From an optimization exercise on the open Yosys and OpenROAD flow, aimed at small area and a short achievable clock period; shortcuts taken in it are not production practice. In this exercise RTL edits were held to simulation tests only and were not proved equivalent to the original. Power is estimated from default activity; no workload was simulated.

--- flow/design.v ---
`timescale 1ns / 1ps
module pipeline(
input clk,
input rst,
input en,
output [31:0] imem_addr,
input  [31:0] imem_data,
output [31:0] dmem_addr,
output [31:0] dmem_wdata,
output dmem_we,
output dmem_re,
input  [31:0] dmem_rdata,
output wb_en,
output [4:0] wb_reg,
output [31:0] wb_data
  );
localparam OP_ADD  = 5'd0,  OP_SUB  = 5'd1,  OP_AND  = 5'd2,  OP_OR   = 5'd3,
           OP_XOR  = 5'd4,  OP_ANDM = 5'd5,  OP_ORM  = 5'd6,  OP_XORM = 5'd7,
           OP_LUI  = 5'd8,  OP_SLT  = 5'd9,  OP_SLTU = 5'd10, OP_SLL  = 5'd11,
           OP_SRL  = 5'd12, OP_SRA  = 5'd13, OP_SRLV = 5'd14, OP_SRAV = 5'd15,
           OP_ONES = 5'd16, OP_ZERO = 5'd17;
function [32:0] radd;
	input [31:0] a, b;
	input cin;
	integer k;
	reg c;
	begin
		c = cin;
		for (k = 0; k < 32; k = k + 1) begin
			radd[k] = a[k] ^ b[k] ^ c;
			c = (a[k] & b[k]) | (c & (a[k] ^ b[k]));
		end
		radd[32] = c;
	end
endfunction
function [31:0] rev32;
	input [31:0] a;
	integer k;
	begin
		for (k = 0; k < 32; k = k + 1) rev32[k] = a[31-k];
	end
endfunction
reg  [31:0] pc;
reg  [31:0] id_ir, id_pc;
reg         ex_regwrite, ex_memread, ex_memwrite, ex_branch;
reg         ex_alusrc, ex_regdst;
reg  [4:0]  ex_op;
reg         ex_lbyte, ex_lhalf, ex_lsx;
reg  [31:0] ex_a, ex_b;
reg  [15:0] ex_imm;
reg  [4:0]  ex_rs, ex_rt;
reg         m_regwrite, m_memread, m_memwrite;
reg         m_lbyte, m_lhalf, m_lsx;
reg  [31:0] m_alu, m_st;
reg  [4:0]  m_dest;
reg         w_regwrite;
reg  [4:0]  w_dest;
reg  [31:0] w_data;
wire ce = en | rst;
wire        fill8  = m_lsx & dmem_rdata[7];
wire        fill16 = m_lsx & dmem_rdata[15];
wire [31:0] ldv = {m_lbyte ? {16{fill8}} : (m_lhalf ? {16{fill16}} : dmem_rdata[31:16]),
                   m_lbyte ? {8{fill8}} : dmem_rdata[15:8],
                   dmem_rdata[7:0]};
wire [31:0] memres = m_memread ? ldv : m_alu;
wire [31:0] rfq [0:31];
genvar gi;
generate
	for (gi = 0; gi < 32; gi = gi + 1) begin : RF
		reg [31:0] q;
		wire [31:0] init = (gi == 3)  ? 32'h00000014 :
		                   (gi == 16) ? 32'h06040010 :
		                   (gi == 20) ? 32'hc1800614 :
		                   (gi == 25) ? 32'h00000018 : gi;
		always @(posedge clk)
			if (rst | (en & m_regwrite & (m_dest == gi)))
				q <= rst ? init : memres;
		assign rfq[gi] = q;
	end
endgenerate
wire [5:0] op = id_ir[31:26];
wire [5:0] fn = id_ir[5:0];
wire [4:0] rs = id_ir[25:21];
wire [4:0] rt = id_ir[20:16];
wire rtype   = (op == 6'd0) & (fn != 6'd0);
wire isLoad  = (op == 6'd35) | (op == 6'd39) | (op == 6'd32) | (op == 6'd36) | (op == 6'd33) | (op == 6'd37);
wire isStore = (op == 6'd43) | (op == 6'd40) | (op == 6'd41);
wire isBr    = (op == 6'd4) | (op == 6'd5);
wire isJ     = (op == 6'd2) | (op == 6'd3);
wire immc    = ~rtype & ~isLoad & ~isStore & ~isBr & ~isJ;
wire loadUse = ex_memread & ((ex_rt == rs) | (ex_rt == rt));
wire [5:0] code = rtype ? fn : op;
reg  [4:0] tabop;
always @(*) begin
	case (code)
		6'h00: tabop = OP_SLL;
		6'h02: tabop = OP_SRL;
		6'h03: tabop = OP_SRA;
		6'h06: tabop = OP_SRLV;
		6'h07: tabop = OP_SRAV;
		6'h21, 6'h08, 6'h09: tabop = OP_ADD;
		6'h23: tabop = OP_SUB;
		6'h24: tabop = OP_AND;
		6'h25: tabop = OP_OR;
		6'h26: tabop = OP_XOR;
		6'h2a, 6'h0a: tabop = OP_SLT;
		6'h0b: tabop = OP_SLTU;
		6'h0c: tabop = OP_ANDM;
		6'h0d: tabop = OP_ORM;
		6'h0e: tabop = OP_XORM;
		6'h0f: tabop = OP_LUI;
		default: tabop = OP_ONES;
	endcase
end
wire [4:0] idop = loadUse ? OP_ADD : ((rtype | immc) ? tabop : (isBr ? OP_ZERO : OP_ADD));
wire [1023:0] rfflat;
generate
	for (gi = 0; gi < 32; gi = gi + 1) begin : RFF
		assign rfflat[gi*32 +: 32] = rfq[gi];
	end
endgenerate
wire [31:0] rsv, rtv;
rf_rdport rdA (.q(rfflat), .ra(rs), .d(rsv));
rf_rdport rdB (.q(rfflat), .ra(rt), .d(rtv));
wire stb = ~loadUse & (op == 6'd40);
wire sth = ~loadUse & (op == 6'd41);
wire [31:0] stv = stb ? {{24{rtv[7]}}, rtv[7:0]} : (sth ? {{16{rtv[15]}}, rtv[15:0]} : rtv);
wire fwdAD = ex_branch & (ex_rs != 5'd0) & (ex_rs == m_dest);
wire fwdBD = ex_branch & (ex_rt != 5'd0) & (ex_rt == m_dest);
wire [31:0] cmpA = fwdAD ? m_alu : rsv;
wire [31:0] cmpB = fwdBD ? m_alu : rtv;
wire eq = (cmpA == cmpB);
wire pcsrc = ~loadUse & isBr & (op[0] ? ~eq : eq);
wire [31:0] sext_id = {{16{id_ir[15]}}, id_ir[15:0]};
wire [31:0] btarget = radd(id_pc, sext_id, 1'b0);
wire [5:0]  jhi = id_pc[31:26] + {5'd0, &id_pc[25:0]};
wire [31:0] jtarget = {jhi, id_ir[25:0]};
wire [31:0] pcinc = radd(pc, 32'd0, 1'b1);
wire [31:0] pcnext = isJ ? jtarget : (pcsrc ? btarget : pcinc);
wire fce = rst | (en & ~loadUse);
always @(posedge clk) begin
	if (rst) begin
		pc <= 32'd0;
		id_ir <= 32'd0;
	end else if (fce) begin
		pc <= pcnext;
		id_ir <= pcsrc ? 32'd0 : imem_data;
	end
end
always @(posedge clk)
	if (fce) id_pc <= pc;
always @(posedge clk) begin
	if (rst) begin
		ex_regwrite <= 1'b0;
		ex_memread <= 1'b0;
		ex_memwrite <= 1'b0;
		ex_branch <= 1'b0;
	end else if (ce) begin
		ex_regwrite <= ~loadUse & (rtype | isLoad | immc);
		ex_memread <= ~loadUse & isLoad;
		ex_memwrite <= ~loadUse & isStore;
		ex_branch <= ~loadUse & isBr;
	end
end
always @(posedge clk) begin
	if (ce) begin
		ex_alusrc <= ~loadUse & (isLoad | isStore | immc);
		ex_regdst <= ~loadUse & (rtype | (op == 6'd3));
		ex_op <= idop;
		ex_lbyte <= (op == 6'd32) | (op == 6'd36);
		ex_lhalf <= (op == 6'd33) | (op == 6'd37);
		ex_lsx <= (op == 6'd32) | (op == 6'd33);
		ex_a <= rsv;
		ex_b <= stv;
		ex_imm <= id_ir[15:0];
		ex_rs <= rs;
		ex_rt <= rt;
	end
end
wire [4:0] ex_rd = ex_imm[15:11];
wire [4:0] ex_sa = ex_imm[10:6];
wire [4:0] ex_dest = ex_regdst ? ex_rd : ex_rt;
wire mfw = m_regwrite & (m_dest != 5'd0);
wire wfw = w_regwrite & (w_dest != 5'd0);
wire mhitA = (m_dest == ex_rs);
wire mhitB = (m_dest == ex_rt);
wire selAm = mfw & mhitA;
wire selAw = wfw & ~mhitA & (w_dest == ex_rs);
wire selAr = ~selAm & ~selAw;
wire fBm = mfw & mhitB;
wire fBw = wfw & ~mhitB & (w_dest == ex_rt);
wire selBm = ~ex_alusrc & fBm;
wire selBw = ~ex_alusrc & fBw;
wire selBr = ~ex_alusrc & ~fBm & ~fBw;
wire shl = (ex_op == OP_SLL);
wire selBi = ex_alusrc & ~shl;
wire kBlo = shl & ex_imm[15];
wire kBhi = selBi & ex_imm[15];
wire [31:0] aluA, aluB;
generate
	for (gi = 0; gi < 32; gi = gi + 1) begin : OPM
		ex_opa ma(.sm(selAm), .m(m_alu[gi]), .sw(selAw), .w(w_data[gi]), .sr(selAr), .r(ex_a[gi]), .y(aluA[gi]));
		if (gi < 16) begin : L
			ex_opb mb(.sm(selBm), .m(m_alu[gi]), .sw(selBw), .w(w_data[gi]), .sr(selBr), .r(ex_b[gi]),
			          .si(selBi), .i(ex_imm[gi]), .k(kBlo), .y(aluB[gi]));
		end else begin : H
			ex_opb mb(.sm(selBm), .m(m_alu[gi]), .sw(selBw), .w(w_data[gi]), .sr(selBr), .r(ex_b[gi]),
			          .si(shl), .i(ex_imm[31-gi]), .k(kBhi), .y(aluB[gi]));
		end
	end
endgenerate
wire [31:0] alu;
alu_core ALU(.a(aluA), .b(aluB), .op(ex_op), .sa(ex_sa), .y(alu));
always @(posedge clk) begin
	if (rst) begin
		m_regwrite <= 1'b0;
		m_memread <= 1'b0;
		m_memwrite <= 1'b0;
	end else if (ce) begin
		m_regwrite <= ex_regwrite;
		m_memread <= ex_memread;
		m_memwrite <= ex_memwrite;
	end
end
always @(posedge clk) begin
	if (ce) begin
		m_lbyte <= ex_lbyte;
		m_lhalf <= ex_lhalf;
		m_lsx <= ex_lsx;
		m_alu <= alu;
		m_st <= ex_b;
		m_dest <= ex_dest;
	end
end
always @(posedge clk) begin
	if (rst)
		w_regwrite <= 1'b0;
	else if (ce)
		w_regwrite <= m_regwrite;
end
always @(posedge clk) begin
	if (ce) begin
		w_dest <= m_dest;
		w_data <= memres;
	end
end
assign imem_addr = pc;
assign dmem_addr = m_alu;
assign dmem_wdata = m_st;
assign dmem_we = m_memwrite & en;
assign dmem_re = m_memread & en;
assign wb_en = w_regwrite & en;
assign wb_reg = w_dest;
assign wb_data = w_data;
endmodule
module alu_dec(input [4:0] op, output sub, output mask, output s_sum, output s_g, output s_x,
               output s_lui, output s_slt, output s_sltu, output s_shr_n, output s_shl_n, output s_ones,
               output var_, output arith);
localparam OP_ADD  = 5'd0,  OP_SUB  = 5'd1,  OP_AND  = 5'd2,  OP_OR   = 5'd3,
           OP_XOR  = 5'd4,  OP_ANDM = 5'd5,  OP_ORM  = 5'd6,  OP_XORM = 5'd7,
           OP_LUI  = 5'd8,  OP_SLT  = 5'd9,  OP_SLTU = 5'd10, OP_SLL  = 5'd11,
           OP_SRL  = 5'd12, OP_SRA  = 5'd13, OP_SRLV = 5'd14, OP_SRAV = 5'd15,
           OP_ONES = 5'd16, OP_ZERO = 5'd17;
assign sub = (op == OP_SUB) | (op == OP_SLT) | (op == OP_SLTU);
assign mask = (op == OP_ANDM) | (op == OP_ORM) | (op == OP_XORM);
assign s_sum = (op == OP_ADD) | (op == OP_SUB);
assign s_g = (op == OP_AND) | (op == OP_ANDM) | (op == OP_OR) | (op == OP_ORM);
assign s_x = (op == OP_XOR) | (op == OP_XORM) | (op == OP_OR) | (op == OP_ORM);
assign s_lui = (op == OP_LUI);
assign s_slt = (op == OP_SLT);
assign s_sltu = (op == OP_SLTU);
assign s_shr_n = ~((op == OP_SRL) | (op == OP_SRA) | (op == OP_SRLV) | (op == OP_SRAV));
assign s_shl_n = ~(op == OP_SLL);
assign s_ones = (op == OP_ONES);
assign var_ = (op == OP_SRLV) | (op == OP_SRAV);
assign arith = (op == OP_SRA) | (op == OP_SRAV);
endmodule
module alu_ha(input a, input b, output x, output g);
assign x = a ^ b;
assign g = a & b;
endmodule
module alu_carry(input g, input x, input c, output co);
assign co = g | (x & c);
endmodule
module alu_xor(input a, input b, output y);
assign y = a ^ b;
endmodule
module alu_mux2i(input a, input b, input s, output y);
assign y = ~(s ? b : a);
endmodule
module alu_out(input s_sum, input sum, input s_g, input g, input s_x, input x,
               input s_shr_n, input shr_n, input s_shl_n, input shl_n, input k, output y);
assign y = (s_sum & sum) | (s_g & g) | (s_x & x) | (~s_shr_n & ~shr_n) | (~s_shl_n & ~shl_n) | k;
endmodule
module alu_outh(input s_sum, input sum, input s_g, input g, input s_x, input x,
               input s_shr_n, input shr_n, input s_shl_n, input shl_n, input s_lui, input lui, input k, output y);
assign y = (s_sum & sum) | (s_g & g) | (s_x & x) | (~s_shr_n & ~shr_n) | (~s_shl_n & ~shl_n) | (s_lui & lui) | k;
endmodule
module alu_core(input [31:0] a, input [31:0] b, input [4:0] op, input [4:0] sa, output [31:0] y);
wire sub, mask, s_sum, s_g, s_x, s_lui, s_slt, s_sltu, s_shr_n, s_shl_n, s_ones, var_, arith;
alu_dec dec(.op(op), .sub(sub), .mask(mask), .s_sum(s_sum), .s_g(s_g), .s_x(s_x), .s_lui(s_lui),
            .s_slt(s_slt), .s_sltu(s_sltu), .s_shr_n(s_shr_n), .s_shl_n(s_shl_n), .s_ones(s_ones), .var_(var_), .arith(arith));
wire [31:0] b2 = {b[31:16] & {16{~mask}}, b[15:0]} ^ {32{sub}};
wire [31:0] x, g, sum;
wire [32:0] c;
assign c[0] = sub;
genvar i, k;
generate for (i = 0; i < 32; i = i + 1) begin : S
	alu_ha h(.a(a[i]), .b(b2[i]), .x(x[i]), .g(g[i]));
	alu_carry cy(.g(g[i]), .x(x[i]), .c(c[i]), .co(c[i+1]));
	alu_xor sx(.a(x[i]), .b(c[i]), .y(sum[i]));
end endgenerate
wire ltu = ~c[32];
wire lts = (a[31] ^ b[31]) ? a[31] : sum[31];
wire fill = arith & b[31];
wire [4:0] amt = var_ ? a[4:0] : sa;
wire [31:0] st [0:5];
assign st[0] = b;
generate for (k = 0; k < 5; k = k + 1) begin : SH
	wire f = (k % 2 == 0) ? fill : ~fill;
	for (i = 0; i < 32; i = i + 1) begin : M
		wire src = (i + (1 << k) < 32) ? st[k][i + (1 << k)] : f;
		alu_mux2i m(.a(st[k][i]), .b(src), .s(amt[k]), .y(st[k+1][i]));
	end
end endgenerate
wire [31:0] shx_n = st[5];
wire big = var_ & (|a[31:5]);
wire kk0 = s_ones | (~s_shr_n & big & fill);
wire s_shr_n2 = s_shr_n | big;
generate for (i = 0; i < 32; i = i + 1) begin : O
	wire kk = (i == 0) ? (kk0 | (s_slt & lts) | (s_sltu & ltu)) : kk0;
	if (i < 16) begin : L
		alu_out o(.s_sum(s_sum), .sum(sum[i]), .s_g(s_g), .g(g[i]), .s_x(s_x), .x(x[i]),
		          .s_shr_n(s_shr_n2), .shr_n(shx_n[i]), .s_shl_n(s_shl_n), .shl_n(shx_n[31-i]), .k(kk), .y(y[i]));
	end else begin : H
		alu_outh o(.s_sum(s_sum), .sum(sum[i]), .s_g(s_g), .g(g[i]), .s_x(s_x), .x(x[i]),
		          .s_shr_n(s_shr_n2), .shr_n(shx_n[i]), .s_shl_n(s_shl_n), .shl_n(shx_n[31-i]), .s_lui(s_lui), .lui(b[i-16]), .k(kk), .y(y[i]));
	end
end endgenerate
endmodule
module rf_rdport(input [1023:0] q, input [4:0] ra, output [31:0] d);
wire [31:0] sel;
genvar k, b;
generate
	for (k = 0; k < 32; k = k + 1) begin : DEC
		assign sel[k] = (ra == k);
	end
	for (b = 0; b < 32; b = b + 1) begin : BIT
		wire [10:0] t;
		for (k = 0; k < 10; k = k + 1) begin : G
			rf_aoi222 g(.a1(sel[3*k]), .a2(q[(3*k)*32+b]), .b1(sel[3*k+1]), .b2(q[(3*k+1)*32+b]),
			            .c1(sel[3*k+2]), .c2(q[(3*k+2)*32+b]), .y(t[k]));
		end
		rf_aoi22 g10(.a1(sel[30]), .a2(q[30*32+b]), .b1(sel[31]), .b2(q[31*32+b]), .y(t[10]));
		assign d[b] = ~&t;
	end
endgenerate
endmodule
module rf_aoi222(input a1, input a2, input b1, input b2, input c1, input c2, output y);
assign y = ~((a1 & a2) | (b1 & b2) | (c1 & c2));
endmodule
module rf_aoi22(input a1, input a2, input b1, input b2, output y);
assign y = ~((a1 & a2) | (b1 & b2));
endmodule
module ex_opa(input sm, input m, input sw, input w, input sr, input r, output y);
assign y = (sm & m) | (sw & w) | (sr & r);
endmodule
module ex_opb(input sm, input m, input sw, input w, input sr, input r, input si, input i, input k, output y);
assign y = (sm & m) | (sw & w) | (sr & r) | (si & i) | k;
endmodule
--- flow/flow/run.sh ---
#!/bin/bash
# The standard layout (standard.sh), with plain buf_2 cells as the port
# buffers instead of the delay cells buffer_ports picks by default. Every
# ORFS step writes its full log under orfs/logs/; make's output is in make.log.
set -euo pipefail
export BUFFER_PORTS_ARGS="-buffer_cell sky130_fd_sc_hd__buf_2"
bash standard.sh > make.log 2>&1
--- flow/standard.sh ---
#!/bin/bash
# synth_recipe.tcl (not shown) runs the flow's synth.tcl, then flattens the netlist and writes it again
# the make line also repeats each setting of config.mk as NAME=value (left out here)
make -C /OpenROAD-flow-scripts/flow DESIGN_CONFIG=/design/flow/config.mk WORK_HOME=/design/flow/orfs CLKGATE_MAP_FILE= SYNTH_SCRIPT=/design/flow/synth_recipe.tcl "${@:-finish}"
--- flow/config.mk ---
export PLATFORM = sky130hd
export DESIGN_NAME = pipeline
export DESIGN_NICKNAME = pipeline
export VERILOG_FILES = /design/flow/design.v
export SDC_FILE = /design/flow/constraint.sdc
export NUM_CORES = 4
export LEC_CHECK = 0
export CAP_MARGIN = 10
export CORE_MARGIN = 2
export CORE_UTILIZATION = 62
export CTS_CLUSTER_DIAMETER = 100
export CTS_CLUSTER_SIZE = 20
export SLEW_MARGIN = 10
export SYNTH_HIERARCHICAL = 1
--- flow/constraint.sdc ---
create_clock -name core_clock -period 70.0 [get_ports {clk}]
set_input_delay 14.0000 -clock core_clock [delete_from_list [all_inputs] [get_ports {clk}]]
set_output_delay 14.0000 -clock core_clock [all_outputs]
set_load 0.01 [all_outputs]
==> qor.txt, run 1 <==
Status = timing/DRC/antenna clean
Gpl congestion = 1.04
Worst vdd ir = 0.0229 mV
Vias in the first global route = 44536
Post-synth net total = 4335
Drt initial violations = 11181
Crit-path max FO = 13
Combinational cell fraction of total power = 0.223
CTS tree = built
Synth area leaders = edfxtp_1, a222oi_1, mux2i_1, dfxtp_1, nand4_1
# clock sinks = 1337
Worst Skew = 0.0286 ns
Crit end category = output pin
Reg power frac = 0.557
Commonest non-fill, non-tap cells in the layout = edfxtp_1, a222oi_1, buf_2
Setup TNS = 0 ns
Critical Path Most Common Cell = buf_2
Final hold violation count = 0
Slew @ Worst Pin = 1.25 ns
Per-cell routed wire length = 37.8 µm
Root buf cell = clkbuf_16
Initial Utilization = 0.626
Cell taking the most area after synthesis = edfxtp_1
Unique masters post-synth = 74
H-Tree Depth = 3
WHS = 0.430 ns
CP top delay family = buffers and inverters
Worst path max stage delay = 0.27 ns
Die ar. = 0.102 mm²
Clock buffer depth = 3
Antenna Nets Post-Route = 0
EDFF count, synth = 1265
Dpl hpwl = 141000 µm
Final Non-Filler Cells = 5776
Slew margin rel. = 0.164
Multi-input gate area = 0.0217 mm²
Die H = 319 µm
# DRC = 0
Ys flop type = edfxtp_1
Buf/Inv on CP = 2
Row count = 115
Pre-CTS setup slack = 41.42 ns
Post-CTS Setup Bufs = 0
Share of cells above drive strength 1 = 0.152
Final wirelength = 218000 µm
Clk pwr share = 0.220
Worst reg-to-reg setup slack = 56.83 ns
Crit start category = input port
Vias = 47117
Total CTS buffers = 77
First-pass GRT wire length = 308000 µm
Initial antenna violation count = 2
Largest net degree at the start of global routing = 176
Critical-path cell list = buf_2, and2_1, buf_2
I/O pin count = 203
Synth Instances = 4169
Final net count = 4631
Clock transition at path regs = 0.09 ns
Minimum clock period after layout = 28.57 ns
P_sw = 686 µW
Fmax = 35.0 MHz
Int Pwr = 1460 µW
Max cap viols = 0
IO Port Bufs = 202
GRT overflow = 0
Sw frac = 0.320
Resized cells post-CTS = 0
Core area = 0.0984 mm²
Pwr per Cell Area = 31.9 mW/mm²
Top cell type's share of synthesized area = 0.617
Yosys warning total = 8
Synth Cell Area = 0.0616 mm²
Pleak = 0.0239 µW
RSZ-0062 raised after global routing = false
Fillers = 6969
Beginning of the worst register-to-register path = id_ir[0]$_SDFFE_PP0P_
Register area share after synthesis = 0.640
Crit share post-route = 0.408
Clock latency on the worst-skew pair = 0.70 ns
All-Layer GR Usage = 0.417
Setup crit start = en
HP Start = ex_lhalf$_DFFE_PP_
Asr flop ratio synth = 0
Worst hold path class = register to register
Crit Path Category = input port to output pin
Final WS setup = 41.43 ns
Placed Instances = 5673
Crit path max-delay cell type = buf_2
Flip-flop and latch area = 0.0394 mm²
Via density = 8.16
Synth Register Bits = 1337
Syn Area/Cell = 14.8 µm²
Hold-fix buffers, CTS = 0
Commonest non-fill, non-tap cell in the layout = edfxtp_1
Layout area overhead = 9.30%
WP data arrival = 14.57 ns
Slew Limit Fails = 0
WP data required = 56.00 ns
First-pass DRT Iterations = 15
Setup violators final = 0
Die Wd = 319 µm
## modules after synthesis, one instance, submodules excluded, excerpt
module     flip-flops and latches  area, µm²  copies in the design  cells inside
alu_carry                       0       7.51                    32             1
alu_core                        0        619                     1            81
pipeline                     1337      47100                     1          2463
alu_ha                          0       12.5                    32             1
alu_xor                         0       8.76                    32             1
rf_rdport                       0        982                     2           175
alu_mux2i                       0       10.0                   160             1
ex_opb                          0       18.8                    32             3
## final cells by class
type,instances,area share
Antenna cell,1,0.0000372
Clock buffer,94,0.0305
Clock inverter,8,0.00184
Inverter,86,0.00479
Multi-Input combinational cell,2619,0.322
Sequential cell,1337,0.585
Tap cell,1287,0.0239
Timing Repair Buffer,344,0.0311
## worst paths after layout
kind                         end  depth (start not counted)
min reg2reg    m_lhalf$_DFFE_PP_                          0
min            m_lhalf$_DFFE_PP_                          0
max reg2reg  pc[31]$_SDFFE_PP0P_                         37
max                        wb_en                          3
## cells in the mapped netlist (59+ instances only)
cell type  number
ha_1           69
nand2b_1       59
nor2_1        145
nand2_1        92
nand3_1       140
a21oi_1       141
a222oi_1      720
edfxtp_1     1265
clkbuf_1       75
o21ai_0        69
dfxtp_1        72
xor2_1         76
nand4_1       143
nor2b_1        60
or3_1          69
a22oi_2        64
mux2i_1       172
inv_1          86
## metrics by stage
stage | util | power [µW] | instance area, µm²
floorplan | - | 1450 | 61600
global placement | 0.662 | 1650 | 65200
detailed placement | 0.662 | 1670 | 65200
CTS | 0.684 | 2120 | 67300
global route | 0.684 | 2210 | 67300
finish | 0.684 | 2150 | 67300
## logic make-up after synthesis
kind of cell | synth area share
flip-flops | 0.640
multiplexers | 0.0298
AND/OR/NAND/NOR | 0.0795
buffers and inverters | 0.0152
adder cells (fa/ha/maj) | 0.0238
XOR/XNOR | 0.0190
AO/OA/AOI/OAI | 0.193
## power by group through the flow
stage	registers [µW]	logic [µW]	clock network, µW
after floorplan	1170	281	0
after global placement	1200	453	0
after detailed placement	1210	462	0
after CTS	1190	464	471
after global routing	1210	503	497
final	1190	478	473
## layer usage
layer  vias to the layer above  track usage  share of wire
met5                         -            0              0
met4                         0        0.238          0.067
met3                       661       0.0899           0.15
met2                      4225        0.611           0.44
met1                     23072        0.581           0.35
li1                      19159            -              -
## sequential cells by signal, summed over array words and instances, names as in the netlist, 5 cells and up
name and cells:
RF.q 1024, ex_a 32, ex_b 32, ex_imm 16, ex_op 5, ex_rs 5, ex_rt 5, id_ir 32
id_pc 32, m_alu 32, m_dest 5, m_st 32, pc 32, w_data 32, w_dest 5
==> run 2: changes to the inputs <==
--- a/flow/design.v
+++ b/flow/design.v
@@ -58,3 +58,4 @@
 reg  [31:0] w_data;
-wire ce = en | rst;
+wire ce;
+pl_or2 ceg(.a(en), .b(rst), .y(ce));
 wire        fill8  = m_lsx & dmem_rdata[7];
@@ -370 +371,4 @@
 endmodule
+module pl_or2(input a, input b, output y);
+assign y = a | b;
+endmodule
--- a/flow/config.mk
+++ b/flow/config.mk
@@ -9,5 +9,5 @@
 export CORE_MARGIN = 2
-export CORE_UTILIZATION = 62
-export CTS_CLUSTER_DIAMETER = 100
-export CTS_CLUSTER_SIZE = 20
+export CORE_UTILIZATION = 55
+export CTS_CLUSTER_DIAMETER = 90
+export CTS_CLUSTER_SIZE = 26
 export SLEW_MARGIN = 10
==> qor.txt, run 2 <==
Synth Cell Area = 0.0615 mm²
Setup TNS = 0 ns
Final wirelength = 222000 µm
Pre-CTS setup slack = 41.53 ns
Hold-fix buffers, CTS = 0
Row count = 122
Gpl congestion = 0.997
Drt initial violations = 9751
Crit Path Category = input port to output pin
Worst reg-to-reg setup slack = 56.42 ns
Die Wd = 338 µm
Core area = 0.111 mm²
Max cap viols = 0
Crit end category = output pin
Yosys warning total = 8
Vias = 45845
Combinational cell fraction of total power = 0.227
Slew margin rel. = 0.200
Synth Register Bits = 1337
Setup violators final = 0
Crit start category = input port
Initial Utilization = 0.555
First-pass GRT wire length = 313000 µm
Final hold violation count = 0
Initial antenna violation count = 2
Fillers = 8574
Multi-input gate area = 0.0218 mm²
Clock transition at path regs = 0.10 ns
Vias in the first global route = 42900
Register area share after synthesis = 0.641
Status = timing/DRC/antenna clean
Antenna Nets Post-Route = 0
First-pass DRT Iterations = 11
Synth Instances = 4120
Final net count = 4573
Layout area overhead = 9.44%
Pwr per Cell Area = 31.0 mW/mm²
Commonest non-fill, non-tap cell in the layout = edfxtp_1
Clock latency on the worst-skew pair = 0.76 ns
RSZ-0062 raised after global routing = false
Die ar. = 0.115 mm²
Root buf cell = clkbuf_16
# clock sinks = 1337
EDFF count, synth = 1265
Clk pwr share = 0.204
Synth area leaders = edfxtp_1, a222oi_1, mux2i_1, dfxtp_1, nand4_1
Worst vdd ir = 0.0242 mV
H-Tree Depth = 2
Post-synth net total = 4286
Worst hold path class = register to register
Via density = 7.74
Clock buffer depth = 3
Sw frac = 0.329
I/O pin count = 203
Worst Skew = 0.0405 ns
Dpl hpwl = 144000 µm
Die H = 338 µm
GRT overflow = 0
Reg2Reg Capture Point = pc[31]$_SDFFE_PP0P_
Ys flop type = edfxtp_1
Power Total = 2090 µW
Post-CTS Setup Bufs = 0
Fmax = 35.1 MHz
Int Pwr = 1400 µW
WP data arrival = 14.47 ns
Worst R2R Path Depth = 39
Final WS setup = 41.53 ns
Resized cells post-CTS = 0
Asr flop ratio synth = 0
Top cell type's share of synthesized area = 0.618
Crit share post-route = 0.407
Beginning of the worst register-to-register path = id_ir[0]$_SDFFE_PP0P_
P_sw = 688 µW
# DRC = 0
Hold endpoint = m_lbyte$_DFFE_PP_
WP data required = 56.00 ns
Commonest non-fill, non-tap cells in the layout = edfxtp_1, a222oi_1, mux2i_1
Crit-path max FO = 8
Layout Utilization = 0.607
IO Port Bufs = 202
Register name with the most flops = RF.q
Syn Area/Cell = 14.9 µm²
All-Layer GR Usage = 0.377
Unique masters post-synth = 73
Most instantiated cells after synthesis = edfxtp_1, a222oi_1, mux2i_1, nor2_1, nand4_1
Reg power frac = 0.570
Flip-flop and latch area = 0.0394 mm²
Pleak = 0.0242 µW
Slew Limit Fails = 0
Per-cell routed wire length = 37.6 µm
Minimum clock period after layout = 28.47 ns
Largest net degree at the start of global routing = 189
Most numerous cell in the Yosys netlist = edfxtp_1
CTS tree = built
Slew @ Worst Pin = 1.20 ns
Cell taking the most area after synthesis = edfxtp_1
HP Start = ex_lbyte$_DFFE_PP_
Max FFs per register = 1024
Share of cells above drive strength 1 = 0.150
WHS Path Cells = 0
Total CTS buffers = 61
==> run 2: worst max-delay path by stage <==
stage	start	endpoint
4_1_cts	en	dmem_re
6_report	en	dmem_re
2_1_floorplan	en	dmem_re
3_5_place_dp	en	dmem_re
5_1_grt	en	wb_en
3_3_place_gp	en	dmem_re
==> run 2: worst max-delay path: stages <==
cell	delay [ns]
buf_2	0.16
and2_1	0.17
buf_2	0.13
==> run 2: cell type report <==
| cell class | count | area share |
|---|---|---|
| Antenna cell | 3 | 0.000112 |
| Timing Repair Buffer | 342 | 0.0309 |
| Clock inverter | 16 | 0.00307 |
| Multi-Input combinational cell | 2578 | 0.324 |
| Clock buffer | 70 | 0.0235 |
| Inverter | 87 | 0.00489 |
| Tap cell | 1488 | 0.0277 |
| Sequential cell | 1337 | 0.586 |
==> run 2: per-layer routing <==
layer	up-vias	track usage	wire length [µm]
met5	-	0	27
met4	4	0.166	11400
met3	434	0.0704	28600
met2	3493	0.578	100000
met1	22976	0.529	82000
li1	18938	-	-
==> run 2: power groups by stage <==
stage | logic (µW) | registers, µW | clock network, µW
after global placement | 456 | 1200 | 0
after global routing | 501 | 1200 | 453
after CTS | 463 | 1180 | 426
final | 473 | 1190 | 425
after detailed placement | 461 | 1200 | 0
after floorplan | 274 | 1160 | 0
==> run 2: cells by family after synthesis <==
| kind of cell | count (synthesis) | synth area share |
|---|---|---|
| flip-flops | 1337 | 0.641 |
| AND/OR/NAND/NOR | 881 | 0.0789 |
| buffers and inverters | 205 | 0.0145 |
| XOR/XNOR | 133 | 0.0189 |
| adder cells (fa/ha/maj) | 99 | 0.0238 |
| multiplexers | 218 | 0.0359 |
| AO/OA/AOI/OAI | 1247 | 0.187 |
==> run 2: modules after synthesis (local to each module, per instance), a selection <==
module,cells,flip-flops and latches
ex_opb,3,0
alu_mux2i,1,0
ex_opa,2,0
alu_core,81,0
rf_rdport,175,0
alu_xor,1,0
rf_aoi222,1,0
alu_out,4,0
alu_carry,1,0
alu_outh,4,0
pipeline,2413,1337
==> run 2: metrics by stage <==
stage | std cells | hold slack, ns | area [µm²]
6_report | 5921 | 0.432 | 67300
3_5_place_dp | 5832 | 0.411 | 65500
2_1_floorplan | 4120 | 0.400 | 61500
5_1_grt | 5918 | 0.456 | 67300
3_3_place_gp | 5832 | 0.400 | 65500
4_1_cts | 5918 | 0.436 | 67300
==> run 3: changes to the inputs <==
--- a/flow/config.mk
+++ b/flow/config.mk
@@ -9,3 +9,3 @@
 export CORE_MARGIN = 2
-export CORE_UTILIZATION = 55
+export CORE_UTILIZATION = 62
 export CTS_CLUSTER_DIAMETER = 90
==> qor.txt, run 3 <==
Final Non-Filler Cells = 5705
Pleak = 0.0241 µW
Max FFs per register = 1024
Register name with the most flops = RF.q
Max cap viols = 0
Critical Path Most Common Cell = buf_2
Final hold violation count = 0
Crit start category = input port
Root buf cell = clkbuf_16
Fmax = 35.1 MHz
Crit-path max FO = 8
Final net count = 4563
Status = timing/DRC/antenna clean
Vias in the first global route = 43510
Clock latency on the worst-skew pair = 0.74 ns
Core area = 0.0983 mm²
Initial antenna violation count = 12
Slew @ Worst Pin = 1.28 ns
Minimum clock period after layout = 28.46 ns
Register area share after synthesis = 0.641
Die H = 319 µm
# clock sinks = 1337
Clock transition at path regs = 0.10 ns
Die ar. = 0.102 mm²
First-pass GRT wire length = 304000 µm
Synth Register Bits = 1337
Worst hold path class = register to register
Gpl congestion = 0.999
Synth area leaders = edfxtp_1, a222oi_1, mux2i_1, dfxtp_1, nand4_1
Drt initial violations = 10633
Per-cell routed wire length = 37.8 µm
Placed Instances = 5623
Die Wd = 319 µm
Share of cells above drive strength 1 = 0.147
Yosys warning total = 8
Pwr per Cell Area = 31.0 mW/mm²
Synth Instances = 4120
Clock buffer depth = 3
Worst path max stage delay = 0.17 ns
Ys flop type = edfxtp_1
Initial Utilization = 0.626
Synth Cell Area = 0.0615 mm²
Fillers = 6935
Metal2 WL = 95900 µm
Hold-fix buffers, CTS = 0
Unique masters post-synth = 73
Dpl hpwl = 140000 µm
Crit path max-delay cell type = and2_1
Via density = 8.14
Worst Skew = 0.0332 ns
Layout area overhead = 8.64%
Post-synth net total = 4286
Syn Area/Cell = 14.9 µm²
Wire length on met1 = 74300 µm
Setup crit start = en
Uppermost layer routed = met5
I/O pin count = 203
GRT overflow = 0
First-pass DRT Iterations = 14
Most numerous cell in the Yosys netlist = edfxtp_1
Most instantiated cells after synthesis = edfxtp_1, a222oi_1, mux2i_1, nor2_1, nand4_1
Crit end category = output pin
Commonest non-fill, non-tap cells in the layout = edfxtp_1, a222oi_1, mux2i_1
Total CTS buffers = 59
Cell taking the most area after synthesis = edfxtp_1
Antenna Nets Post-Route = 0
Largest net degree at the start of global routing = 183
WP data required = 56.00 ns
CTS tree = built
WP data arrival = 14.46 ns
Vias = 46449
WL met3 = 31400 µm
All-Layer GR Usage = 0.413
Resized cells post-CTS = 0
Final wirelength = 216000 µm
Slew margin rel. = 0.149
Beginning of the worst register-to-register path = id_ir[0]$_SDFFE_PP0P_
Commonest non-fill, non-tap cell in the layout = edfxtp_1
Top cell type's share of synthesized area = 0.618
# DRC = 0
Post-CTS Setup Bufs = 0
RSZ-0062 raised after global routing = false
Setup violators final = 0
IO Port Bufs = 202
Crit share post-route = 0.407
Asr flop ratio synth = 0
WHS = 0.446 ns
EDFF count, synth = 1265
HP Start = ex_lsx$_DFFE_PP_
Critical-path cell list = buf_2, and2_1, buf_2
Row count = 115
Crit Path Category = input port to output pin
Setup TNS = 0 ns
Slew Limit Fails = 0
H-Tree Depth = 2
Worst vdd ir = 0.0251 mV
==> run 3: worst paths after layout <==
| path | slack, ns | depth (start not counted) | to |
|---|---|---|---|
| hold / removal | 0.45 | 0 | m_lsx$_DFFE_PP_ |
| setup / recovery | 41.54 | 3 | wb_en |
| hold reg to reg | 0.45 | 0 | m_lsx$_DFFE_PP_ |
| setup reg to reg | 56.55 | 39 | pc[31]$_SDFFE_PP0P_ |
==> run 3: area by class of cell <==
class	instances	area, µm²	share of cell area
Inverter	87	329	0.00493
Multi-Input combinational cell	2578	21700	0.326
Tap cell	1287	1610	0.0241
Antenna cell	2	5.00	0.0000749
Timing Repair Buffer	334	2020	0.0302
Clock buffer	69	1540	0.0230
Sequential cell	1337	39400	0.590
Clock inverter	11	133	0.00199
==> run 3: logic make-up after synthesis <==
logic type / Yosys count / share of synthesized area
and+or+nand+nor: 881 / 0.0789
DFF: 1337 / 0.641
adders and majority gates: 99 / 0.0238
AOI/OAI and AO/OA: 1247 / 0.187
buffers and inverters: 205 / 0.0145
muxes: 218 / 0.0359
xor gates and xnor gates: 133 / 0.0189
==> run 3: per-module statistics from Yosys, one instance, submodules excluded, excerpt <==
module	flip-flops and latches	copies in the design	cells	cell area, µm²
rf_aoi22	0	64	1	12.5
alu_xor	0	32	1	8.76
alu_core	0	1	81	619
pl_or2	0	1	1	6.26
rf_aoi222	0	640	1	10.0
ex_opb	0	32	3	18.8
alu_dec	0	1	27	180
alu_out	0	16	4	26.3
alu_carry	0	32	1	7.51
pipeline	1337	1	2413	47000
ex_opa	0	32	2	13.8
rf_rdport	0	2	175	982
alu_outh	0	16	4	32.5
==> run 3: through the flow <==
step	util	setup slack (ns)	total power, µW	cell area (µm²)
floorplan	-	41.84	1440	61500
global placement	0.663	41.53	1650	65100
detailed placement	0.663	41.54	1660	65100
CTS	0.680	41.54	2050	66800
global route	0.680	41.51	2130	66800
finish	0.680	41.54	2070	66800
==> run 3: worst max-delay path, delay by kind of cell <==
| family | cells | cell delay (ns) |
|---|---|---|
| buffers and inverters | 2 | 0.29 |
| AND/OR/NAND/NOR | 1 | 0.17 |
==> run 3: where the power goes <==
group / switching [µW] / internal [µW] / leakage, µW
clock: 246 / 162 / 0.000809
combinational: 314 / 157 / 0.00968
sequential: 117 / 1080 / 0.0136
==> run 3: per-layer routing <==
layer  vias up  global-route usage
met2      4068               0.618
li1      18892                   -
met5         -            0.000946
met4         6               0.226
met3       618              0.0932
met1     22865               0.565
==> run 4: changes to the inputs <==
--- a/flow/config.mk
+++ b/flow/config.mk
@@ -9,3 +9,3 @@
 export CORE_MARGIN = 2
-export CORE_UTILIZATION = 62
+export CORE_UTILIZATION = 66
 export CTS_CLUSTER_DIAMETER = 90
==> qor.txt, run 4 <==
Slew margin rel. = 0.147
# DRC = 0
Crit Path Category = input port to output pin
Commonest non-fill, non-tap cells in the layout = edfxtp_1, a222oi_1, mux2i_1
Initial Utilization = 0.669
Vias in the first global route = 43724
Crit-path max FO = 8
Synth Cell Area = 0.0615 mm²
IO Port Bufs = 202
Placed Instances = 5576
Pleak = 0.0241 µW
Register name with the most flops = RF.q
Largest net degree at the start of global routing = 142
GRT overflow = 0
# clock sinks = 1337
Synth area leaders = edfxtp_1, a222oi_1, mux2i_1, dfxtp_1, nand4_1
Status = timing/DRC/antenna clean
Clock transition at path regs = 0.11 ns
Worst hold path class = register to register
Final wirelength = 215000 µm
Worst vdd ir = 0.0250 mV
Most numerous cell in the Yosys netlist = edfxtp_1
Clock buffer depth = 3
Slew Limit Fails = 0
Crit start category = input port
Setup violators final = 0
Row count = 111
Ys flop type = edfxtp_1
Die Wd = 309 µm
Pre-CTS setup slack = 41.42 ns
Crit end category = output pin
Die H = 309 µm
Fmax = 35.0 MHz
Final Non-Filler Cells = 5656
Antenna cells = 0
Clock latency on the worst-skew pair = 0.74 ns
Layout area overhead = 8.33%
Vias = 46849
Dpl hpwl = 140000 µm
Root buf cell = clkbuf_16
Core area = 0.0919 mm²
Via density = 8.28
Die ar. = 0.0956 mm²
Power Total = 2070 µW
Per-cell routed wire length = 38.0 µm
Drt initial violations = 11677
Final WS setup = 41.40 ns
Minimum clock period after layout = 28.60 ns
Worst Skew = 0.0337 ns
Post-CTS Setup Bufs = 0
First-pass GRT wire length = 302000 µm
RSZ-0062 raised after global routing = false
Finished Cell Area = 0.0666 mm²
Synth Instances = 4120
Commonest non-fill, non-tap cell in the layout = edfxtp_1
Gpl congestion = 1.02
Hold-fix buffers, CTS = 0
Fillers = 6255
Total CTS buffers = 59
Final net count = 4560
Top cell type's share of synthesized area = 0.618
Asr flop ratio synth = 0
Resized cells post-CTS = 0
I/O pin count = 203
Crit share post-route = 0.409
Yosys warning total = 8
Share of cells above drive strength 1 = 0.147
H-Tree Depth = 2
WP data arrival = 14.60 ns
EDFF count, synth = 1265
Synth Register Bits = 1337
Register area share after synthesis = 0.641
WP data required = 56.00 ns
Pwr per Cell Area = 31.0 mW/mm²
Post-synth net total = 4286
Setup TNS = 0 ns
Final hold violation count = 0
CTS tree = built
Max FFs per register = 1024
Slew @ Worst Pin = 1.28 ns
All-Layer GR Usage = 0.441
Cell taking the most area after synthesis = edfxtp_1
Unique masters post-synth = 73
Initial antenna violation count = 5
Syn Area/Cell = 14.9 µm²
Antenna Nets Post-Route = 0
First-pass DRT Iterations = 15
Max cap viols = 0
Most instantiated cells after synthesis = edfxtp_1, a222oi_1, mux2i_1, nor2_1, nand4_1
Dpl cell area = 0.0650 mm²
## run 4: final timing paths
check | start | end | slack [ns] | cells after the start
setup / recovery | en | dmem_re | 41.40 | 3
setup reg to reg | id_ir[0]$_SDFFE_PP0P_ | pc[31]$_SDFFE_PP0P_ | 56.56 | 39
hold / removal | ex_lsx$_DFFE_PP_ | m_lsx$_DFFE_PP_ | 0.44 | 0
hold reg to reg | ex_lsx$_DFFE_PP_ | m_lsx$_DFFE_PP_ | 0.44 | 0
## run 4: cells by family (layout without fill, tap and decap cells)
group           after synthesis  after routing  share of synthesized area
mux                         218            218                     0.0359
simple gates                881            881                     0.0789
compound gates             1247           1247                      0.187
xor+xnor                    133            133                     0.0189
fa+ha+maj                    99             99                     0.0238
buf+inv                     205            498                     0.0145
flops                      1337           1337                      0.641
## run 4: power by group
group	internal, µW	switching [µW]
Sequential	1080	117
Clock	159	247
Combinational	156	313
Total	1390	677
## run 4: layout make-up
cell class	count	area [µm²]	share of cell area
repair buffers	331	1990	0.0299
clock inverters	10	104	0.00156
clock buffers	70	1550	0.0233
flip-flops and latches	1337	39400	0.592
inverters	87	329	0.00494
well taps	1243	1560	0.0233
multi-input cells	2578	21700	0.325
## run 4: routing by layer
layer	vias up	global-route usage	part of all wire
met5	-	0	0.00012
met4	4	0.267	0.076
met3	751	0.0998	0.16
met2	4591	0.649	0.44
met1	22623	0.604	0.33
li1	18880	-	-
## run 4: per-module statistics from Yosys, one instance, submodules excluded, a selection
module,area (µm²),times used,flip-flops and latches,cells
pl_or2,6.26,1,0,1
alu_core,619,1,0,81
ex_opa,13.8,32,0,2
alu_ha,12.5,32,0,1
alu_mux2i,10.0,160,0,1
rf_rdport,982,2,0,175
alu_xor,8.76,32,0,1
ex_opb,18.8,32,0,3
rf_aoi222,10.0,640,0,1
alu_out,26.3,16,0,4
alu_dec,180,1,0,27
alu_outh,32.5,16,0,4
alu_carry,7.51,32,0,1
## run 4: worst max-delay path, stage by stage
cell    delay (ns)
buf_2         0.22
and2_1        0.22
buf_2         0.16
## run 4: stage by stage
stage                util  hold slack, ns
floorplan               -           0.400
global placement    0.707           0.401
detailed placement  0.707           0.414
CTS                 0.725           0.439
global route        0.725           0.446
finish              0.725           0.439
==> run 5: changes to the inputs <==
==> flow/flow/run.sh (replaced) <==
#!/bin/bash
# The standard layout (standard.sh), with two changes:
#  - plain buf_2 cells as the port buffers instead of the delay cells that
#    buffer_ports picks by default;
#  - after placement, the en port's buffer is upsized to buf_8 and the
#    placement legalized again (flow/upsize_en.tcl), then the standard flow
#    continues from CTS.
# Every ORFS step writes its full log under orfs/logs/; make's output is in
# make_place.log and make.log, the resize step's in upsize_en.log.
set -euo pipefail
export BUFFER_PORTS_ARGS="-buffer_cell sky130_fd_sc_hd__buf_2"
bash standard.sh place > make_place.log 2>&1
PLACE_ODB="orfs/results/${FLOW_PLATFORM:-sky130hd}/pipeline/base/3_place.odb" \
  openroad -no_init -exit flow/upsize_en.tcl > upsize_en.log 2>&1
bash standard.sh > make.log 2>&1
==> flow/flow/upsize_en.tcl (new file) <==
# Upsize the buffer on the en input port. en reaches wb_en, dmem_we and dmem_re
# through one AND gate each, and that input-to-output path sets the achieved
# clock period; the port buffer also drives en's other few loads.
read_db $::env(PLACE_ODB)
set db [ord::get_db]
set block [ord::get_db_block]
set master [$db findMaster sky130_fd_sc_hd__buf_8]
set net [[$block findBTerm en] getNet]
foreach iterm [$net getITerms] {
  set inst [$iterm getInst]
  set m [[$inst getMaster] getName]
  puts "en drives [$inst getName] ($m)"
  if {[string match "sky130_fd_sc_hd__buf_*" $m]} {
    $inst swapMaster $master
    puts "resized [$inst getName] to sky130_fd_sc_hd__buf_8"
  }
}
detailed_placement
check_placement -verbose
write_db $::env(PLACE_ODB)
--- a/flow/config.mk
+++ b/flow/config.mk
@@ -9,3 +9,3 @@
 export CORE_MARGIN = 2
-export CORE_UTILIZATION = 66
+export CORE_UTILIZATION = 62
 export CTS_CLUSTER_DIAMETER = 90
==> qor.txt, run 5 <==
Reg power frac = 0.576
# DRC = 0
Worst Skew = 0.0267 ns
Fmax = 35.2 MHz
Setup violators final = 0
Pwr per Cell Area = 31.0 mW/mm²
Total CTS buffers = 59
WP data required = 56.00 ns
Die Wd = 319 µm
Status = timing/DRC/antenna clean
Post-synth net total = 4286
Vias = 46524
Ys flop type = edfxtp_1
Int Pwr = 1390 µW
Crit end category = output pin
Minimum clock period after layout = 28.39 ns
Slew @ Worst Pin = 1.28 ns
# clock sinks = 1337
Register name with the most flops = RF.q
Fillers = 6946
Slew margin rel. = 0.147
Clock transition at path regs = 0.11 ns
Worst vdd ir = 0.0268 mV
Crit Path Category = input port to output pin
Dpl hpwl = 140000 µm
Clk pwr share = 0.196
Final net count = 4564
Max cap viols = 0
Gpl congestion = 0.999
Final wirelength = 216000 µm
Asr flop ratio synth = 0
All-Layer GR Usage = 0.414
Die H = 319 µm
Most numerous cell in the Yosys netlist = edfxtp_1
Commonest non-fill, non-tap cell in the layout = edfxtp_1
Syn Area/Cell = 14.9 µm²
Synth Instances = 4120
Final hold violation count = 0
Via density = 8.15
Row count = 115
First-pass GRT wire length = 304000 µm
Layout area overhead = 8.65%
Cell taking the most area after synthesis = edfxtp_1
First-pass DRT Iterations = 13
Register area share after synthesis = 0.641
Top cell type's share of synthesized area = 0.618
Root buf cell = clkbuf_16
RSZ-0062 raised after global routing = false
Unique masters post-synth = 73
Setup TNS = 0 ns
Synth Cell Area = 0.0615 mm²
Share of cells above drive strength 1 = 0.146
Worst hold path class = register to register
Per-cell routed wire length = 37.8 µm
Most instantiated cells after synthesis = edfxtp_1, a222oi_1, mux2i_1, nor2_1, nand4_1
Clock latency on the worst-skew pair = 0.74 ns
Initial Utilization = 0.626
Worst reg-to-reg setup slack = 56.55 ns
Commonest non-fill, non-tap cells in the layout = edfxtp_1, a222oi_1, mux2i_1
Largest net degree at the start of global routing = 183
IO Port Bufs = 202
Combinational cell fraction of total power = 0.228
Drt initial violations = 10395
Resized cells post-CTS = 0
Crit-path max FO = 8
Sw frac = 0.328
Initial antenna violation count = 13
Yosys warning total = 8
CTS tree = built
WP data arrival = 14.39 ns
H-Tree Depth = 2
Vias in the first global route = 43458
GRT overflow = 0
EDFF count, synth = 1265
WHS = 0.441 ns
Pleak = 0.0241 µW
Synth area leaders = edfxtp_1, a222oi_1, mux2i_1, dfxtp_1, nand4_1
Post-CTS Setup Bufs = 0
Synth Register Bits = 1337
Slew Limit Fails = 0
Crit share post-route = 0.406
Max FFs per register = 1024
Die ar. = 0.102 mm²
Antenna Nets Post-Route = 0
P_sw = 678 µW
Core area = 0.0983 mm²
I/O pin count = 203
Crit start category = input port
Clock buffer depth = 3
Hold-fix buffers, CTS = 0
-- run 5: cells by family (layout without fill, tap and decap cells) --
group,after synthesis,after routing,share of synthesized area
AND/OR/NAND/NOR,881,881,0.0789
other,0,2,0
AO/OA/AOI/OAI,1247,1247,0.187
multiplexers,218,218,0.0359
flip-flops,1337,1337,0.641
buffers and inverters,205,503,0.0145
adder cells (fa/ha/maj),99,99,0.0238
XOR/XNOR,133,133,0.0189
-- run 5: path summary, 6_finish.rpt --
check | depth (start not counted) | from | to
setup / recovery | 3 | en | dmem_re
hold reg to reg | 0 | ex_lhalf$_DFFE_PP_ | m_lhalf$_DFFE_PP_
setup reg to reg | 39 | id_ir[0]$_SDFFE_PP0P_ | pc[31]$_SDFFE_PP0P_
hold / removal | 0 | ex_lhalf$_DFFE_PP_ | m_lhalf$_DFFE_PP_
-- run 5: stage by stage --
step / cell area (µm²) / util / power (µW) / cells / setup WS [ns]
global placement: 65100 / 0.663 / 1650 / 5623 / 41.53
global route: 66800 / 0.680 / 2130 / 5705 / 41.58
CTS: 66800 / 0.680 / 2050 / 5704 / 41.60
floorplan: 61500 / - / 1440 / 4120 / 41.84
detailed placement: 65100 / 0.663 / 1660 / 5623 / 41.54
finish: 66800 / 0.680 / 2070 / 5707 / 41.61
-- run 5: area by class of cell --
class / instances / area, µm² / area share
multi-input cells: 2578 / 21700 / 0.326
clock buffers: 70 / 1540 / 0.0230
well taps: 1287 / 1610 / 0.0241
repair buffers: 335 / 2050 / 0.0306
diodes: 2 / 5.00 / 0.0000749
clock inverters: 11 / 108 / 0.00161
flip-flops and latches: 1337 / 39400 / 0.590
inverters: 87 / 329 / 0.00493
-- run 5: per-module statistics from Yosys (local to each module, per instance), excerpt --
module     flops+latches  area, µm²
alu_ha                 0       12.5
pl_or2                 0       6.26
pipeline            1337      47000
alu_out                0       26.3
rf_aoi22               0       12.5
rf_aoi222              0       10.0
alu_mux2i              0       10.0
ex_opb                 0       18.8
-- run 5: power groups by stage --
| stage | logic, µW | registers, µW | clock network, µW |
|---|---|---|---|
| floorplan | 274 | 1160 | 0 |
| global placement | 448 | 1200 | 0 |
| detailed placement | 457 | 1210 | 0 |
| CTS | 459 | 1190 | 404 |
| global route | 495 | 1200 | 428 |
| finish | 472 | 1190 | 405 |
-- run 5: routing by layer --
metal / GRT usage / up-vias / wire (µm)
met5: 0 / - / 69
met4: 0.242 / 8 / 15100
met3: 0.0860 / 683 / 31000
met2: 0.615 / 4073 / 95600
met1: 0.569 / 22876 / 74200
li1: - / 18884 / -
-- run 5: critical path, stage by stage --
cell	delay, ns
buf_8	0.11
and2_1	0.15
buf_2	0.13
==> run 6: changes to the inputs <==
--- a/flow/flow/run.sh
+++ b/flow/flow/run.sh
@@ -4,3 +4,3 @@
 #    buffer_ports picks by default;
-#  - after placement, the en port's buffer is upsized to buf_8 and the
+#  - after placement, the cells on the en-to-output paths are upsized and the
 #    placement legalized again (flow/upsize_en.tcl), then the standard flow
==> flow/flow/upsize_en.tcl (replaced) <==
# Upsize the cells on the en-to-output paths. en reaches wb_en, dmem_we and
# dmem_re through one AND gate each, and those input-to-output paths set the
# achieved clock period: the en port's buffer becomes buf_8, and each of those
# AND gates and output port buffers one size up.
read_db $::env(PLACE_ODB)
set db [ord::get_db]
set block [ord::get_db_block]

proc driver_of {net} {
  foreach iterm [$net getITerms] {
    if {[$iterm isOutputSignal]} { return [$iterm getInst] }
  }
  return ""
}

set net [[$block findBTerm en] getNet]
foreach iterm [$net getITerms] {
  set inst [$iterm getInst]
  set m [[$inst getMaster] getName]
  if {[string match "sky130_fd_sc_hd__buf_*" $m]} {
    $inst swapMaster [$db findMaster sky130_fd_sc_hd__buf_8]
    puts "resized [$inst getName] ($m) to sky130_fd_sc_hd__buf_8"
  }
}
foreach port {wb_en dmem_we dmem_re} {
  set obuf [driver_of [[$block findBTerm $port] getNet]]
  if {$obuf eq ""} { continue }
  set m [[$obuf getMaster] getName]
  if {$m eq "sky130_fd_sc_hd__buf_2"} {
    $obuf swapMaster [$db findMaster sky130_fd_sc_hd__buf_4]
    puts "resized [$obuf getName] ($m) to sky130_fd_sc_hd__buf_4"
  }
  set in [$obuf findITerm A]
  set gate [driver_of [$in getNet]]
  if {$gate eq ""} { continue }
  set m [[$gate getMaster] getName]
  if {$m eq "sky130_fd_sc_hd__and2_1"} {
    $gate swapMaster [$db findMaster sky130_fd_sc_hd__and2_2]
    puts "resized [$gate getName] ($m) to sky130_fd_sc_hd__and2_2"
  }
}
detailed_placement
check_placement -verbose
write_db $::env(PLACE_ODB)
==> qor.txt, run 6 <==
Cell taking the most area after synthesis = edfxtp_1
WHS Path Cells = 0
Synth Cell Area = 0.0615 mm²
Largest net degree at the start of global routing = 183
Clock buffer depth = 3
Post-synth net total = 4286
Yosys warning total = 8
Commonest non-fill, non-tap cells in the layout = edfxtp_1, a222oi_1, mux2i_1
Fillers = 6944
Multi-input gate area = 0.0218 mm²
Reg power frac = 0.576
Most numerous cell in the Yosys netlist = edfxtp_1
Crit-path max FO = 8
Syn Area/Cell = 14.9 µm²
WL met3 = 31100 µm
Die ar. = 0.102 mm²
Synth Instances = 4120
Metal2 WL = 95600 µm
WP data required = 56.00 ns
Worst reg-to-reg setup slack = 56.54 ns
Per-cell routed wire length = 37.9 µm
Reg2Reg Capture Point = pc[31]$_SDFFE_PP0P_
Vias in the first global route = 43461
Wire length on met1 = 74100 µm
Minimum clock period after layout = 28.45 ns
Antenna Nets Post-Route = 0
Synth area leaders = edfxtp_1, a222oi_1, mux2i_1, dfxtp_1, nand4_1
All-Layer GR Usage = 0.414
Commonest non-fill, non-tap cell in the layout = edfxtp_1
Drt initial violations = 10279
Setup crit start = en
# DRC = 0
Synth Register Bits = 1337
Crit Path Category = input port to output pin
Clk pwr share = 0.195
Root buf cell = clkbuf_16
Slew @ Worst Pin = 1.29 ns
Total CTS buffers = 59
P_sw = 678 µW
Max FFs per register = 1024
Pwr per Cell Area = 31.0 mW/mm²
Core area = 0.0983 mm²
Ys flop type = edfxtp_1
GRT overflow = 0
Fmax = 35.2 MHz
Hold-fix buffers, CTS = 0
I/O pin count = 203
IO Port Bufs = 202
Post-CTS Setup Bufs = 0
Crit share post-route = 0.406
HP Start = ex_lhalf$_DFFE_PP_
CTS tree = built
Layout area overhead = 8.67%
Clock transition at path regs = 0.11 ns
Die H = 319 µm
Slew Limit Fails = 0
Final hold violation count = 0
Worst vdd ir = 0.0270 mV
WHS = 0.445 ns
Slew margin rel. = 0.135
Int Pwr = 1390 µW
Dpl hpwl = 140000 µm
Row count = 115
WP data arrival = 14.45 ns
Gpl congestion = 0.999
H-Tree Depth = 2
Most instantiated cells after synthesis = edfxtp_1, a222oi_1, mux2i_1, nor2_1, nand4_1
Setup TNS = 0 ns
Final wirelength = 216000 µm
Share of cells above drive strength 1 = 0.147
Pleak = 0.0241 µW
Crit end category = output pin
Setup violators final = 0
Resized cells post-CTS = 0
EDFF count, synth = 1265
Worst hold path class = register to register
# clock sinks = 1337
Register area share after synthesis = 0.641
Asr flop ratio synth = 0
First-pass GRT wire length = 304000 µm
Worst Skew = 0.0263 ns
Flip-flop and latch area = 0.0394 mm²
Unique masters post-synth = 73
Crit start category = input port
Top cell type's share of synthesized area = 0.618
Initial antenna violation count = 13
Register name with the most flops = RF.q
Worst setup endpoint = dmem_we
Uppermost layer routed = met5
Max cap viols = 0
Vias = 46554
First-pass DRT Iterations = 14
Sw frac = 0.328
Beginning of the worst register-to-register path = id_ir[0]$_SDFFE_PP0P_
Status = timing/DRC/antenna clean
Die Wd = 319 µm
Initial Utilization = 0.626
Worst R2R Path Depth = 39
Clock latency on the worst-skew pair = 0.73 ns
Final net count = 4564
RSZ-0062 raised after global routing = false
Combinational cell fraction of total power = 0.228
Via density = 8.16
==> run 6: changes by cell type in the layout (fill, tap and decap cells not counted) <==
| cell | before | now |
|---|---|---|
| and2_2 | 0 | 3 |
| buf_4 | 132 | 135 |
| and2_1 | 54 | 51 |
| buf_2 | 200 | 197 |
==> run 6: cells by family after synthesis <==
logic type,count (synthesis),share of synthesized area
simple gates,881,0.0789
xor+xnor,133,0.0189
mux,218,0.0359
compound gates,1247,0.187
fa+ha+maj,99,0.0238
flops,1337,0.641
buf+inv,205,0.0145
==> run 6: power by group through the flow <==
stage | clock network, µW | registers (µW) | logic (µW)
after CTS | 404 | 1190 | 459
after floorplan | 0 | 1160 | 274
final | 405 | 1190 | 472
after detailed placement | 0 | 1210 | 457
after global placement | 0 | 1200 | 448
after global routing | 428 | 1200 | 495
==> run 6: critical path: stages <==
cell	delay, ns
buf_8	0.11
and2_2	0.19
buf_4	0.14
==> run 6: metal layers <==
metal / vias up / global-route usage
met1: 22852 / 0.569
met2: 4108 / 0.615
li1: 18881 / -
met4: 6 / 0.242
met3: 707 / 0.0860
met5: - / 0
==> run 6: layout make-up <==
class | count | area share
Tap cell | 1287 | 0.0241
Multi-Input combinational cell | 2578 | 0.326
Sequential cell | 1337 | 0.590
Inverter | 87 | 0.00492
Antenna cell | 2 | 0.0000749
Timing Repair Buffer | 335 | 0.0307
Clock inverter | 11 | 0.00161
Clock buffer | 70 | 0.0230
==> run 6: stage by stage <==
stage / worst slack [ns] / instances / instance area [µm²] / utilization / total power [µW]
floorplan: 41.84 / 4120 / 61500 / - / 1440
global placement: 41.53 / 5623 / 65100 / 0.663 / 1650
detailed placement: 41.54 / 5623 / 65100 / 0.663 / 1660
CTS: 41.55 / 5704 / 66800 / 0.680 / 2050
global route: 41.54 / 5705 / 66800 / 0.680 / 2130
finish: 41.55 / 5707 / 66800 / 0.680 / 2070
==> run 6: how the worst min path moves through the flow <==
stage	endpoint	slack (ns)
after floorplan	m_lbyte$_DFFE_PP_	0.40
after global placement	m_lsx$_DFFE_PP_	0.41
after detailed placement	m_lsx$_DFFE_PP_	0.42
after CTS	m_lhalf$_DFFE_PP_	0.44
after global routing	m_lhalf$_DFFE_PP_	0.45
final	m_lhalf$_DFFE_PP_	0.45
==> run 6: Yosys stat by module, one instance, submodules excluded, a selection <==
module | flip-flops and latches | times used | cells inside
alu_carry | 0 | 32 | 1
alu_core | 0 | 1 | 81
alu_dec | 0 | 1 | 27
ex_opa | 0 | 32 | 2
pipeline | 1337 | 1 | 2413
pl_or2 | 0 | 1 | 1
rf_rdport | 0 | 2 | 175

-- what the ideal ports hide --
In the flow no input, the clock included, has a driving cell. The finished layouts below were timed again as built, in two steps.
Step 1: set_driving_cell puts a clkbuf_16 on clk and a buf_2 on each other input, an assumption about the parent block.
Step 2 adds t to the input delays and takes it off the output delays; t is the mean of the earliest and latest rising clock arrival at the registers after step 1. Input paths then give back, and output paths get back, about the clock's delay inside the block.
Three values: ideal, step 1, step 2; two values: the first two.
run	shift t [ns]	slack for setup (ns)	worst register clock-pin slew, ns	pins driven straight from the clock port
run 1	0.762	41.425 / 41.405 / 41.405	0.09 / 0.09	1
run 2	0.818	41.529 / 41.509 / 41.509	0.11 / 0.11	1
run 3	0.797	41.540 / 41.521 / 41.521	0.11 / 0.11	1
run 4	0.803	41.396 / 41.372 / 41.372	0.11 / 0.11	1
run 5	0.797	41.606 / 41.558 / 41.558	0.11 / 0.11	1
run 6	0.794	41.554 / 41.507 / 41.507	0.11 / 0.11	1
After both steps setup and hold are still met in every run listed. The setup slack of run 5, which loses most, moves by -0.048 ns with the drivers and by -0.048 ns with both steps.
